What follows belongs to an exercise in optimizing a design on an open flow for small area; a production flow would make more cautious choices.

the previous run:
==> flow/design.v <==
`timescale 1ns / 1ps
module sample_generator#(
        parameter integer C_M_AXIS_DATA_WIDTH = 16
    )(
        input wire                                      ACLK,
        input wire                                      ARESETN,
        input wire [C_M_AXIS_DATA_WIDTH-1:0]            tlast_throttle,
        input wire [C_M_AXIS_DATA_WIDTH-1:0]            clk_divider,
        input wire                                      enable,
        input wire                                      insert_error,
        output reg  [C_M_AXIS_DATA_WIDTH-1:0]           M_AXIS_TDATA,
        output wire [(C_M_AXIS_DATA_WIDTH/8)-1:0]       M_AXIS_TKEEP,
        output reg                                      M_AXIS_TLAST,
        input  wire                                     M_AXIS_TREADY,
        output reg                                      M_AXIS_TVALID
    );
    localparam integer W = C_M_AXIS_DATA_WIDTH;
    assign M_AXIS_TKEEP = {(W/8){1'b1}};
    reg [W-1:0] div_r;
    reg         sample_clk;
    always @(posedge ACLK) begin
        if (~ARESETN) begin
            div_r <= 'd2;
            sample_clk <= 1'b0;
        end else if (|clk_divider[W-1:1]) begin
            if (div_r < clk_divider) begin
                div_r <= div_r + 'd1;
            end else begin
                div_r <= 'd2;
                sample_clk <= ~sample_clk;
            end
        end
    end
    reg trigger_r;
    reg data_valid;
    always @(posedge ACLK) begin
        if (~ARESETN) begin
            trigger_r <= 1'b1;
            data_valid <= 1'b0;
        end else begin
            data_valid <= enable & sample_clk & trigger_r;
            if (enable)
                trigger_r <= ~sample_clk;
        end
    end
    reg insert_error_r;
    reg insert_error_ack_r;
    reg err_last_r;
    wire err_now = insert_error_r & ~insert_error_ack_r;
    always @(posedge ACLK) begin
        if (~ARESETN) begin
            insert_error_r <= 1'b0;
        end else if (insert_error & ~insert_error_ack_r) begin
            insert_error_r <= 1'b1;
        end else if (~insert_error & insert_error_ack_r) begin
            insert_error_r <= 1'b0;
        end
    end
    reg [W-1:0] databeat_counter_r;
    always @(posedge ACLK) begin
        if (~ARESETN) begin
            M_AXIS_TDATA <= 'd0;
            M_AXIS_TVALID <= 1'b0;
            M_AXIS_TLAST <= 1'b0;
            insert_error_ack_r <= 1'b0;
            err_last_r <= 1'b0;
            databeat_counter_r <= 'd0;
        end else begin
            if (M_AXIS_TREADY && M_AXIS_TVALID)
                M_AXIS_TVALID <= 1'b0;
            if (M_AXIS_TREADY && M_AXIS_TLAST)
                M_AXIS_TLAST <= 1'b0;
            if (data_valid) begin
                M_AXIS_TDATA <= M_AXIS_TDATA + {{(W-2){1'b0}}, err_last_r, 1'b1} - {{(W-2){1'b0}}, err_now, 1'b0};
                insert_error_ack_r <= insert_error_r;
                err_last_r <= err_now;
                M_AXIS_TVALID <= 1'b1;
                if (databeat_counter_r < (tlast_throttle - 'd1)) begin
                    databeat_counter_r <= databeat_counter_r + 'd1;
                end else begin
                    databeat_counter_r <= 'd0;
                    M_AXIS_TLAST <= 1'b1;
                end
            end
        end
    end
endmodule
==> flow/config.mk <==
export PLATFORM = sky130hd
export DESIGN_NAME = sample_generator
export DESIGN_NICKNAME = sample_generator
export VERILOG_FILES = /design/flow/design.v
export SDC_FILE = /design/flow/constraint.sdc
export NUM_CORES = 4
export LEC_CHECK = 0
export ABC_AREA = 1
export CAP_MARGIN = 20
export CORE_MARGIN = 2
export CORE_UTILIZATION = 40
export SLEW_MARGIN = 20
==> flow/constraint.sdc <==
create_clock -name core_clock -period 4.0 [get_ports {ACLK}]
set_input_delay 0.8000 -clock core_clock [delete_from_list [all_inputs] [get_ports {ACLK}]]
set_output_delay 0.8000 -clock core_clock [all_outputs]
set_load 0.01 [all_outputs]
run.sh (not shown) runs the stock make flow with config.mk's settings and CLKGATE_MAP_FILE= SYNTH_SCRIPT=/design/flow/synth_recipe.tcl, a recipe that flattens the netlist after the stock synthesis.
The previous run: done, clean on timing, DRC and antenna
Changes in the current run relative to the previous run:
Settings: ABC_AREA no longer set, was 1.
Findings:
The current run finished end to end and its layout was clean on timing, DRC and antenna.
Comparing area share of buffers outside the clock network for the current run and the previous run, the bigger number came from the current run.
Per the comparison of the current run with the previous run, number of combinational gates with multiple inputs has decreased, wire length has decreased, detailed-route wire length on metal 1 has decreased, adder-cell share of the synthesized area has increased.
No run of this note included a check of the RTL's function; only the layout flow was run.

re-timing with driven ports:
The flow's constraints put no driver on any port. The routed layouts listed below were extracted and timed again, unchanged, in two steps. Step 1 assumes that a clkbuf_16 drives the clock port and a buf_2 every other input. Step 2, shift: input delay + t, output delay - t, t = (earliest + latest rising clock arrival at the registers) / 2. This alone moves slack from input paths to output paths. a / b / c = ideal ports / drivers / drivers and shift; a / b = the first two.
run | shift t [ns] | slack for setup (ns) | worst slew at a driven data input, ns
the previous run | 0.327 | 0.612 / 0.620 / 0.293 | 0.04
the current run | 0.343 | 0.332 / 0.342 / 0.000 | 0.05
The setup slack of the current run, which loses most, moves by +0.010 ns with the drivers and by -0.332 ns with both steps.
